Background: an optimization exercise with open tools, aiming at small area. Do not read the settings as production practice.
Function was checked by simulation only, so behaviour that the tests miss may differ from the original.
No activity file was given, so power comes from the tool's default toggle rates.

Design Segway, start of the top module:
module Segway(clk,RST_n,LED,INERT_SS_n,INERT_MOSI,
              INERT_SCLK,INERT_MISO,A2D_SS_n,A2D_MOSI,A2D_SCLK,
              A2D_MISO,PWM_rev_rght,PWM_frwrd_rght,PWM_rev_lft,
              PWM_frwrd_lft,piezo_n,piezo,INT,RX);
    input clk,RST_n;
    input INERT_MISO;
    input A2D_MISO;
    input INT;
    input RX;
    output [7:0] LED;
    output A2D_SS_n, INERT_SS_n;
    output A2D_MOSI, INERT_MOSI;
    output A2D_SCLK, INERT_SCLK;
    output PWM_rev_rght, PWM_frwrd_rght;
    output PWM_rev_lft, PWM_frwrd_lft;
    output piezo_n,piezo;
    wire rst_n;
    wire pwr_up;
    wire [11:0] lft_e, rght_e;            
    wire batt_low;
    wire [15:0] ptch;
    wire vld, vld_d;                       
    wire tmr_full;
    wire en_steer, rider_off;
    wire [8:0] ld_cell_diff;
    wire [10:0] lft_spd, rght_spd;
    wire lft_rev, rght_rev;
    wire too_fast;
    assign LED = 8'h00;
    Auth_blk iAUTH(.clk(clk), .rst_n(rst_n), .RX(RX), .rider_off(rider_off), .pwr_up(pwr_up));
    inert_intf iININT(.clk(clk), .rst_n(rst_n), .tmr_full(tmr_full), .INT(INT),
                      .vld(vld), .vld_d(vld_d), .ptch(ptch),
                      .SS_n(INERT_SS_n), .SCLK(INERT_SCLK), .MOSI(INERT_MOSI), .MISO(INERT_MISO));
    balance_cntrl iBAL(.clk(clk), .rst_n(rst_n), .vld(vld_d), .ptch(ptch), .rider_off(rider_off),
                       .en_steer(en_steer), .pwr_up(pwr_up), .ld_cell_diff(ld_cell_diff),
                       .too_fast(too_fast), .lft_spd(lft_spd), .lft_rev(lft_rev),
                       .rght_spd(rght_spd), .rght_rev(rght_rev));
    steer_en iSTEER(.clk(clk), .rst_n(rst_n), .lft_e(lft_e), .rght_e(rght_e),
                    .en_steer(en_steer), .rider_off(rider_off), .ld_cell_diff(ld_cell_diff));
  ...
Size: about 1800 cells after synthesis, roughly 300 flip-flops, roughly 26 I/O pins.
make LEC_CHECK=0 CAP_MARGIN=20 CORE_MARGIN=2 CORE_UTILIZATION=70 CTS_BUF_LIST=sky130_fd_sc_hd__clkbuf_4 CTS_CLUSTER_DIAMETER=50 CTS_CLUSTER_SIZE=10 SLEW_MARGIN=20 finish   # period 12.0 ns
run.sh (not shown) runs the stock make flow with config.mk's settings and CLKGATE_MAP_FILE= SYNTH_SCRIPT=/design/flow/synth_recipe.tcl, a recipe that flattens the netlist after the stock synthesis.
Edit:
- CTS_BUF_LIST: sky130_fd_sc_hd__clkbuf_4 -> sky130_fd_sc_hd__clkbuf_8
- CTS_CLUSTER_DIAMETER: 50 -> 60
- CTS_CLUSTER_SIZE: 10 -> 16
- GPL_ROUTABILITY_DRIVEN: default -> 0
- GPL_TIMING_DRIVEN: default -> 0
=> Clock power went up by 11%; setup slack gains 0.020 ns; clock-buffer cell count is lower by 30; final area rose by 2.8%; via count climbs by 2.8%.


Starting RTL as in the previous note.
Settings: LEC_CHECK=0, CAP_MARGIN=20, CORE_MARGIN=2, CORE_UTILIZATION=70, CTS_BUF_LIST=sky130_fd_sc_hd__clkbuf_8, CTS_CLUSTER_DIAMETER=60, CTS_CLUSTER_SIZE=20, SLEW_MARGIN=20; clock period 12.0 ns.
The baseline ran to the end with no violations.
Next try:
CORE_UTILIZATION = 75   (was 70)
CTS_CLUSTER_SIZE = 16   (was 20)
Result: Core utilization came out higher by 6.4 points; total power is about the same; hold slack gets better by 0.010 ns; clock skew goes down by 0.018 ns; first-iteration DRC count is higher by about a fifth; design area went down slightly; non-clock buffer count went down by 6; cell count goes down by a few percent; clock-buffer cell count climbs by 4; worst setup slack got worse by 0.086 ns.


## before
Segway, a different RTL version from the one above (not shown whole).
For scale: roughly 2000 cells after synthesis, roughly 300 flip-flops, roughly 20000 um2 of cells after synthesis.
clock: 12.0 ns
lec_check: 0
cap_margin: 20
core_margin: 2
core_utilization: 60
slew_margin: 20
before completed; timing, DRC and antenna clean
Inputs modified between before and after:
# before
export LEC_CHECK = 0
export CAP_MARGIN = 20
export CORE_MARGIN = 2
export CORE_UTILIZATION = 60
export SLEW_MARGIN = 20
create_clock -name core_clock -period 12.0 [get_ports {clk}]
# after
export LEC_CHECK = 0
export CAP_MARGIN = 20
export CORE_MARGIN = 2
export CORE_UTILIZATION = 40
export SLEW_MARGIN = 20
create_clock -name core_clock -period 12.0 [get_ports {clk}]
--- outcome ---
Critical path depth (lower): before
In the tables for before and after, total power reads lower with after.
Between before and after, number of non-clock buffers in the layout increased.
| shortest period the worst path allows | after vs before | better |
From before to after, port buffer count did not move at all.
Width of the chip (higher): after
The higher first-pass GRT wire length of before and after is in after.
Comparing before and after, the lower worst hold margin is on after.
For part of the power in combinational logic, after and before come out practically identical.
Diff before -> after | routed metal-1 wire length | increase of 740 um
